What follows belongs to an exercise in optimizing a design on an open flow for small area; a production flow would make more cautious choices.
Function was checked by simulation only, so behaviour that the tests miss may differ from the original.
Power and IR drop assume default switching activity.

**design.v**
```verilog
module ALU_P2(RS1,RS2,OPC,ALU_OUT,ALU,Jump,clock);
input [31:0]RS1;
input [31:0]RS2;
input [5:0]OPC;
input clock;
output [31:0]ALU_OUT;
output [31:0]ALU;
output Jump;
reg [31:0]ALU_OUT;
reg [31:0]ALU;
reg Jump;
parameter NOP = 6'b0;
parameter ADD = 6'b1;
parameter SUB = 6'b10;
parameter STORE = 6'b11;
parameter LOAD= 6'b100;
parameter MOVE = 6'b101;
parameter SGE = 6'b110;
parameter SLE = 6'b111;
parameter SGT = 6'b1000;
parameter SLT = 6'b1001;
parameter SEQ = 6'b1010;
parameter SNE = 6'b1011;
parameter AND = 6'b1100;
parameter OR = 6'b1101;
parameter XOR= 6'b1110;
parameter NOT = 6'b1111;
parameter MOVEI = 6'b10000;
parameter SLI = 6'b10001;
parameter SRI = 6'b10010;
parameter ADDI = 6'b10011;
parameter SUBI = 6'b10100;
parameter JUMP = 6'b10101;
parameter BRA = 6'b10110;
parameter ADDF = 6'b10111;
parameter MULF = 6'b 11000; 
always @(*)
begin
case(OPC)
NOP : ALU_OUT = ALU;  
ADD : ALU_OUT = RS1 + RS2;
SUB : ALU_OUT =  RS1 - RS2;
STORE : ALU_OUT = RS1 + RS2;  
LOAD : ALU_OUT = RS1 + RS2;  
MOVE : ALU_OUT = RS1;
SGE : ALU_OUT = RS1>=RS2;
SLE : ALU_OUT = RS1<=RS2;
SGT : ALU_OUT = RS1>RS2;
SLT : ALU_OUT = RS1<RS2;
SEQ : ALU_OUT = RS1==RS2;
SNE : ALU_OUT = RS1!=RS2;
AND : ALU_OUT = RS1 & RS2;
OR : ALU_OUT =RS1||RS2;
XOR : ALU_OUT = RS1 ^ RS2;
NOT : ALU_OUT = ~RS1;
MOVEI : ALU_OUT = RS1;
SLI : ALU_OUT = RS1 <<RS2; 
SRI : ALU_OUT = RS1>>RS2; 
ADDI: ALU_OUT = RS1+RS2; 
SUBI : ALU_OUT = RS1-RS2;  
default : ALU_OUT = ALU;  
endcase
Jump = (OPC==JUMP);
end
always @(posedge clock)
begin
ALU<=ALU_OUT;
end
endmodule
```
**run.sh**
```bash
#!/bin/bash
# synth_recipe.tcl (not shown) runs the flow's synth.tcl, then flattens the netlist and writes it again
# the make line also repeats each setting of config.mk as NAME=value (left out here)
make -C /OpenROAD-flow-scripts/flow DESIGN_CONFIG=/design/flow/config.mk WORK_HOME=/design/flow/orfs CLKGATE_MAP_FILE= SYNTH_SCRIPT=/design/flow/synth_recipe.tcl finish
```
**config.mk**
```make
export PLATFORM = sky130hd
export DESIGN_NAME = ALU_P2
export DESIGN_NICKNAME = ALU_P2
export VERILOG_FILES = /design/flow/design.v
export SDC_FILE = /design/flow/constraint.sdc
export NUM_CORES = 4
export LEC_CHECK = 0
export CAP_MARGIN = 20
export CORE_MARGIN = 2
export CORE_UTILIZATION = 40
export SLEW_MARGIN = 20
```
**constraint.sdc**
```tcl
create_clock -name core_clock -period 10.0 [get_ports {clock}]
set_input_delay 2.0000 -clock core_clock [delete_from_list [all_inputs] [get_ports {clock}]]
set_output_delay 2.0000 -clock core_clock [all_outputs]
set_load 0.01 [all_outputs]
```
==> results of run 1 <==
## cell families (layout without fill, tap and decap cells)
kind of cell | after synthesis | after routing | synth area share
compound gates | 518 | 518 | 0.362
xor+xnor | 13 | 13 | 0.0122
fa+ha+maj | 66 | 66 | 0.0904
buf+inv | 183 | 239 | 0.0799
flops | 32 | 32 | 0.0688
mux | 117 | 117 | 0.138
other cells | 0 | 1 | 0
simple gates | 496 | 496 | 0.249
## per-stage QoR
stage          cell area [um^2]  total power (W)
2_1_floorplan              9310         0.000513
3_3_place_gp              10800         0.000770
3_5_place_dp              10800         0.000767
4_1_cts                   10900         0.000960
5_1_grt                   10900          0.00102
6_report                  10900         0.000972
## per-layer routing
metal  share of wire  GRT usage  up-vias
li1                -          -     5437
met4           0.029     0.0974        0
met1            0.41      0.532     5666
met3            0.12     0.0836      103
met5               0          0        -
met2            0.44      0.608      770
## worst reg2reg max path, stage by stage, from the launching register on
cell	delay, ns
dfxtp_1	0.31
nand2b_1	0.14
a22oi_1	0.20
o221ai_1	0.16
## cell type report
class | count | area share
Antenna cell | 1 | 0.000229
Sequential cell | 32 | 0.0587
Timing Repair Buffer | 165 | 0.143
Multi-Input combinational cell | 1210 | 0.728
Clock buffer | 6 | 0.0118
Tap cell | 285 | 0.0327
Inverter | 66 | 0.0227
Clock inverter | 2 | 0.00321
## cells in the final DEF (no fill, tap or decap), types with 12 or more instances in the layout
master and instances:
a221oi_1 15, inv_1 61, o22ai_1 19, a211oi_1 34, buf_4 31, nor3_1 47, nand2b_1 23, o31ai_1 12
a21oi_1 165, dfxtp_1 32, o221ai_1 15, ha_1 64, o21ai_0 82, o211ai_1 23, o21ai_1 14, and3_1 13
nor2_1 166, nor4_1 23, mux2_2 32, mux2i_1 79, nand3_1 35, a2111oi_0 12, nand2_1 128, a31oi_1 22
clkdlybuf4s50_1 131, nand4_1 14
## how the worst max path moves through the flow
stage                     startpoint           to  cells after the start
after floorplan               RS2[2]  ALU_OUT[30]                     16
final                         RS2[4]  ALU_OUT[29]                     14
after detailed placement      RS2[4]  ALU_OUT[29]                     14
after CTS                     RS2[4]  ALU_OUT[29]                     14
after global routing          RS2[4]  ALU_OUT[29]                     14
after global placement       RS1[11]  ALU_OUT[24]                     12
## power groups by stage
stage	Sequential [W]	Combinational [W]	Clock [W]
2_1_floorplan	0.000175	0.000338	0
3_3_place_gp	0.000165	0.000605	0
3_5_place_dp	0.000166	0.000601	0
4_1_cts	0.000163	0.000604	0.000193
5_1_grt	0.000166	0.000659	0.000199
6_report	0.000163	0.000617	0.000192
==> flow_summary_export.csv, run 1 <==
group,metric,value,unit
run_status,status,"finished clean",
clocking,post-cts-setup-buffer-count,0,
pwr,powerDensity,89.1,nW/um^2
yosys,synthTopCellsByArea,"a21oi_1 (8.9%), ha_1 (8.6%), mux2i_1 (8.5%)",
routing,wl_per_cell,27.3,um
layout,area_growth,17.3,%
routing,routed_wl,48200,um
min_path,hold_class,"register to register",
yosys,synth_area_leader_cell,"a21oi_1",
floorplanning,num_rows,55,
routing,via_per_inst,6.78,
critical_path,r2r_end,"ALU[31]",
layout,regArea,641,um^2
pwr,combPwrFrac,0.635,
critical_path,worstReg2RegStart,"ALU[31]",
routing,vias,11976,
min_path,holdCritStartpoint,"ALU[15]",
layout,top_register,"ALU",
layout,fillers,2429,
grt,grt_max_degree,79,
critical_path,critPathBufInv,4,
yosys,synth_edf_count,0,
pwr,power_frac_seq,0.168,
floorplanning,initial_utilization,0.410,
floorplanning,pin_count,136,
grt,overflow,0,
pwr,power.internal,0.000522,W
clocking,cts_resized,0,
yosys,synth_warnings,1,
routing,antenna_left,0,
grt,antenna_found_initial,2,
floorplanning,fp.dieH,157,um
floorplanning,fp.dieW,157,um
grt,grt_pass1_wl,71500,um
yosys,ys_ff_latch,32,
yosys,netlist_area,9310,um^2
layout,largest_register_ffs,32,
clocking,root_buffer,"clkbuf_16",
yosys,yosysMostFrequentCell,"nor2_1",
critical_path,worstPathRequired,8.00,ns
sta,worst_slew_pin_slew,1.03,ns
critical_path,cpPeakStageDelay,0.57,ns
yosys,syn_area_per_cell,6.53,um^2
clocking,clock_latency,0.31,ns
sta,drv_slew,0,
min_path,whs_endpoint,"ALU[15]",
clocking,clock_path_buffers,2,
sta,finalCritPeriodShare,0.843,
yosys,seq_area_frac_synth,0.0688,
pwr,p_switching,0.000450,W
sta,fin_hold_ws,0.498,ns
yosys,synth_fp_nets,1562,
floorplanning,coreArea,22700,um^2
clocking,clock_sinks,32,
sta,rsz0062_at_grt,"no",
layout,reg.largest.list,"ALU: 32 flops",
layout,fin_nets,1617,
grt,grtUsageTotal,0.386,
sta,skew,0,ns
floorplanning,dieArea,24500,um^2
sta,max_slew_margin,0.311,
critical_path,start_kind,"input port",
critical_path,worst_path_dominant_cell_family,"compound AO/OA/AOI/OAI gates",
yosys,ys_top_cells_by_count,"nor2_1 (166), a21oi_1 (165), nand2_1 (128)",
pwr,p_leak,4.20,nW
clocking,cts_inserted_buffers,5,
routing,drc,0,
layout,post-route-util,0.481,
critical_path,cp_slowest_cell,"clkdlybuf4s50_1",
clocking,cts_tree,"yes",
yosys,synth_flop_cell,"dfxtp_1",
layout,layout-drive-gt1-share,0.0689,
placement,place_ws,1.70,ns
flow_run,maxCapViolations,0,
routing,firstDrtPassIters,6,
routing,drt_iter0_drc,1617,
sta,fin_crit,8.43,ns
placement,place_congestion,1.03,
critical_path,endpoint_kind,"output port",
pwr,clkPwrFrac,0.197,
clocking,htree_num_levels,2,
yosys,synthCells,1425,
critical_path,r2r_setup_slack,9.05,ns
sta,setup_tns,0,ns
clocking,ctsHoldBuffers,0,
pwr,p_sw_frac,0.463,
layout,multi_input_area,7950,um^2
pwr,vdd_drop_max,0.0552,mV
sta,fmax,119,MHz
yosys,synth.top_cell.area_share,0.0887,
grt,grt_pass1_vias,11089,
critical_path,path_cells,"clkdlybuf4s50_1 > buf_4 > inv_1 > ha_1 > nor3b_1 > o21a_1 > a21oi_1 > a211oi_2 > o21ai_0 > a2111oi_1 > o21a_1 > nor3_1 > o22ai_1 > clkdlybuf4s50_1",
placement,place_inst,1758,
critical_path,r2r_cells,3,
sta,setup_violations,0,
yosys,synth_cell_types,85,
placement,place_hpwl,37200,um
yosys,async_reset_ff_frac,0,
clocking,cts.clk_slew.worst_paths,0.06,ns
critical_path,critPathKind,"input port to output port",
critical_path,cp_max_fo,24,
sta,final_hold_viol_count,0,
sta,worst_slack,1.57,ns
min_path,min_path_cells,2,
placement,port_buffers,135,
layout,instances_no_fill,1767,
critical_path,crit_arrival,6.43,ns
==> run 2, diff against run 1 <==
==> design.v (replaced) <==
module ALU_P2(RS1,RS2,OPC,ALU_OUT,ALU,Jump,clock);
input [31:0]RS1;
input [31:0]RS2;
input [5:0]OPC;
input clock;
output [31:0]ALU_OUT;
output [31:0]ALU;
output Jump;
reg [31:0]ALU;
wire op_add  = (OPC==6'd1) | (OPC==6'd3) | (OPC==6'd4) | (OPC==6'd19);
wire op_sub  = (OPC==6'd2) | (OPC==6'd20);
wire op_cmp  = (OPC>=6'd6) & (OPC<=6'd11);
wire op_mov  = (OPC==6'd5) | (OPC==6'd16);
wire op_and  = (OPC==6'd12);
wire op_or   = (OPC==6'd13);
wire op_xor  = (OPC==6'd14);
wire op_not  = (OPC==6'd15);
wire op_shl  = (OPC==6'd17);
wire op_shr  = (OPC==6'd18);
wire op_hold = (OPC==6'd0) | (OPC>=6'd21);
wire sub = op_sub | op_cmp;
wire [31:0] b = RS2 ^ {32{sub}};
wire [31:0] p = RS1 ^ b;
wire [31:0] g = RS1 & b;
genvar i;
wire [32:0] c;
assign c[0] = sub;
generate for (i = 0; i < 8; i = i + 1) begin : grp
  wire [3:0] gp = p[4*i+3:4*i];
  wire [3:0] gg = g[4*i+3:4*i];
  wire G = gg[3] | (gp[3] & gg[2]) | (gp[3] & gp[2] & gg[1]) | (gp[3] & gp[2] & gp[1] & gg[0]);
  wire P = &gp;
  assign c[4*i+1] = gg[0] | (gp[0] & c[4*i]);
  assign c[4*i+2] = gg[1] | (gp[1] & c[4*i+1]);
  assign c[4*i+3] = gg[2] | (gp[2] & c[4*i+2]);
  assign c[4*i+4] = G | (P & c[4*i]);
end endgenerate
wire [31:0] sum = p ^ c[31:0];
wire geu = c[32];
wire eq  = &p;
reg cmp;
always @(*) begin
  case (OPC[2:0])
    3'd6: cmp = geu;           
    3'd7: cmp = ~geu | eq;     
    3'd0: cmp = geu & ~eq;     
    3'd1: cmp = ~geu;          
    3'd2: cmp = eq;            
    default: cmp = ~eq;        
  endcase
end
wire lor = (|RS1) | (|RS2);
wire big = |RS2[31:5];
wire [31:0] rrev;
generate for (i = 0; i < 32; i = i + 1) begin : rv
  assign rrev[i] = RS1[31-i];
end endgenerate
wire [31:0] s0 = op_shr ? rrev : RS1;
wire [31:0] s1 = RS2[0] ? {s0[30:0], 1'b0} : s0;
wire [31:0] s2 = RS2[1] ? {s1[29:0], 2'b0} : s1;
wire [31:0] s3 = RS2[2] ? {s2[27:0], 4'b0} : s2;
wire [31:0] s4 = RS2[3] ? {s3[23:0], 8'b0} : s3;
wire [31:0] s5 = RS2[4] ? {s4[15:0], 16'b0} : s4;
wire [31:0] shl = s5;
wire [31:0] shr;
generate for (i = 0; i < 32; i = i + 1) begin : ro
  assign shr[i] = s5[31-i];
end endgenerate
wire sel_l = op_shl & ~big;
wire sel_r = op_shr & ~big;
assign ALU_OUT = ({32{op_add | op_sub}} & sum)
               | ({32{op_and}} & g)
               | ({32{op_xor}} & p)
               | ({32{op_mov}} & RS1)
               | ({32{op_not}} & ~RS1)
               | ({32{sel_l}} & shl)
               | ({32{sel_r}} & shr)
               | ({32{op_hold}} & ALU)
               | {31'b0, (op_cmp & cmp) | (op_or & lor)};
assign Jump = (OPC==6'd21);
always @(posedge clock)
  ALU <= ALU_OUT;
endmodule
==> run 2 against run 1 <==
Still clean on timing, DRC and antenna. Power down 4.7%. Cell area fell by 27%. Worst hold slack better by 0.053 ns. Highest routed layer unchanged.
==> flow_summary_export.csv, run 2 <==
group,metric,value,unit
clocking,post-cts-setup-buffer-count,0,
critical_path,critPathKind,"input port to output port",
clocking,htree_num_levels,2,
critical_path,start_kind,"input port",
layout,instances_no_fill,1033,
grt,grt_max_degree,41,
routing,wl_per_cell,28.2,um
layout,reg.largest.list,"ALU: 32 flops",
yosys,synthCells,730,
yosys,synthTopCellsByArea,"mux4_2 (12%), mux2i_1 (11%), dfxtp_1 (10%)",
critical_path,worst_path_dominant_cell_family,"buffers and inverters",
min_path,hold_class,"register to register",
yosys,async_reset_ff_frac,0,
sta,worst_slew_pin_slew,0.994,ns
critical_path,path_cells,"clkdlybuf4s50_1 > buf_4 > nor2_1 > a21oi_4 > buf_4 > xnor2_1 > ha_1 > a21oi_1 > o21ai_0 > a21o_1 > o21ai_0 > nand3_1 > a21oi_1 > o21bai_1 > a21o_1 > fa_1 > fa_1 > inv_1 > fa_1 > nor2_1 > or3_1 > clkdlybuf4s50_1",
floorplanning,dieArea,16500,um^2
layout,area_growth,27.9,%
routing,drt_iter0_drc,863,
routing,firstDrtPassIters,6,
yosys,synth_edf_count,0,
layout,post-route-util,0.523,
layout,layout-drive-gt1-share,0.103,
layout,fin_nets,970,
yosys,synth_cell_types,61,
pwr,p_leak,3.07,nW
clocking,cts_tree,"yes",
yosys,synth_warnings,1,
yosys,synth_area_leader_cell,"mux4_2",
yosys,synth.top_cell.area_share,0.120,
sta,fin_crit,9.66,ns
layout,multi_input_area,5270,um^2
grt,antenna_found_initial,0,
yosys,syn_area_per_cell,8.48,um^2
sta,rsz0062_at_grt,"no",
layout,final_common_cell,"clkdlybuf4s50_1",
yosys,yosysMostFrequentCell,"mux2i_1",
yosys,synth_flop_cell,"dfxtp_1",
floorplanning,fp.dieH,128,um
clocking,clock_latency,0.30,ns
grt,grt_pass1_vias,6831,
sta,max_slew_margin,0.335,
floorplanning,coreArea,15100,um^2
placement,dpl_cell_area,7770,um^2
sta,setup_violations,0,
critical_path,worstPathRequired,8.00,ns
floorplanning,fp.dieW,128,um
floorplanning,initial_utilization,0.409,
placement,place_congestion,1.03,
layout,final_area,7920,um^2
placement,place_hpwl,22600,um
layout,fillers,1452,
critical_path,cpPeakStageDelay,0.55,ns
routing,routed_wl,29100,um
critical_path,endpoint_kind,"output port",
pwr,powerDensity,117,nW/um^2
layout,layout_common_cells,"clkdlybuf4s50_1 (132), mux2i_1 (65), nand2_1 (59), nor2_1 (47), a21oi_1 (45)",
pwr,vdd_drop_max,0.0842,mV
clocking,cts_inserted_buffers,5,
sta,setup_tns,0,ns
critical_path,cp_slowest_cell,"clkdlybuf4s50_1",
sta,finalCritPeriodShare,0.966,
grt,grt_pass1_wl,43200,um
floorplanning,pin_count,136,
clocking,clock_path_buffers,2,
sta,final_hold_viol_count,0,
routing,drc,0,
critical_path,cp_max_fo,10,
clocking,ctsHoldBuffers,0,
run_status,status,"finished clean",
sta,drv_slew,0,
routing,vias,7176,
yosys,ys_top_cells_by_count,"mux2i_1 (65), nand2_1 (59), nor2_1 (48)",
yosys,netlist_area,6190,um^2
routing,antenna_left,0,
yosys,ys_ff_latch,32,
layout,top_register,"ALU",
flow_run,maxCapViolations,0,
yosys,synth_fp_nets,856,
critical_path,cp_common_cell,"fa_1",
sta,fmax,104,MHz
clocking,cts.clk_slew.worst_paths,0.05,ns
routing,via_per_inst,6.95,
layout,largest_register_ffs,32,
sta,skew,0,ns
grt,grtUsageTotal,0.351,
critical_path,critPathBufInv,5,
yosys,seq_area_frac_synth,0.103,
clocking,root_buffer,"clkbuf_16",
clocking,clock_sinks,32,
pwr,finalPower,0.000927,W
grt,overflow,0,
layout,regArea,641,um^2
placement,port_buffers,135,
floorplanning,num_rows,45,
placement,place_inst,1025,
critical_path,crit_arrival,7.66,ns
-- run 2: repair_timing --
| action | 4_1_cts | 5_1_grt |
|---|---|---|
| gates resized for setup | 0 | 2 |
| endpoints found under the hold margin | 0 | 0 |
| endpoints found under the setup margin | 0 | 5 |
-- run 2: final timing paths --
| check | startpoint | end | slack [ns] | cells after the start |
|---|---|---|---|---|
| min | ALU[5] | ALU[5] | 0.55 | 2 |
| min reg2reg | ALU[5] | ALU[5] | 0.55 | 2 |
| max reg2reg | ALU[13] | ALU[13] | 8.41 | 5 |
| max | OPC[5] | ALU_OUT[30] | 0.34 | 22 |
-- run 2: cells by family after synthesis --
group / after synthesis / share of synthesized area
buf+inv: 82 / 0.0519
simple gates: 198 / 0.160
flops: 32 / 0.103
xor+xnor: 39 / 0.0552
fa+ha+maj: 55 / 0.139
compound gates: 221 / 0.257
mux: 103 / 0.234
-- run 2: cell type report --
class / count / area share
multi-input cells: 616 / 0.665
repair buffers: 160 / 0.193
flip-flops and latches: 32 / 0.0809
well taps: 188 / 0.0297
clock buffers: 6 / 0.0163
inverters: 29 / 0.0137
clock inverters: 1 / 0.000632
diodes: 1 / 0.000316
-- run 2: per-layer routing --
metal,global-route usage,share of wire,vias up
li1,-,-,3100
met1,0.472,0.40,3492
met2,0.539,0.45,498
met3,0.0848,0.11,86
met4,0.151,0.045,0
met5,0,0,-
-- run 2: where the power goes --
part | internal [W] | switching, W
clock network | 0.0000907 | 0.0000667
registers | 0.000158 | 0.0000236
logic | 0.000278 | 0.000310
-- run 2: tightest hold or removal path, delay by kind of cell (launching register included) --
kind / cells / cell delay [ns]
flip-flops: 1 / 0.33
AO/OA/AOI/OAI: 2 / 0.17
-- run 2: through the flow --
step / setup slack, ns / hold WS [ns]
2_1_floorplan: 1.28 / 0.622
3_3_place_gp: 0.385 / 0.540
3_5_place_dp: 0.283 / 0.546
4_1_cts: 0.271 / 0.561
5_1_grt: 0.0493 / 0.596
6_report: 0.344 / 0.551

==> port drivers added, routing unchanged <==
How much do the figures lean on ideal ports? The routed layouts below were timed once more, with nothing changed but the port constraints. Step 1: set_driving_cell puts a clkbuf_16 on clock and a buf_2 on each other input, an assumption about the parent block. Step 2, shift: input delay + t, output delay - t, t = (earliest + latest rising clock arrival at the registers) / 2. This alone moves slack from input paths to output paths. Three values: ideal ports, drivers, drivers and shift; two values: the first two.
| run | shift t [ns] | slack for setup (ns) | latest minus earliest clock arrival (ns) |
|---|---|---|---|
| run 1 | 0.343 | 1.575 / 1.544 / 1.544 | 0.013 / 0.014 |
| run 2 | 0.340 | 0.344 / 0.321 / 0.321 | 0.009 / 0.009 |
After both steps setup and hold are still met in every run listed. The setup slack of run 1, which loses most, moves by -0.031 ns with the drivers and by -0.031 ns with both steps.
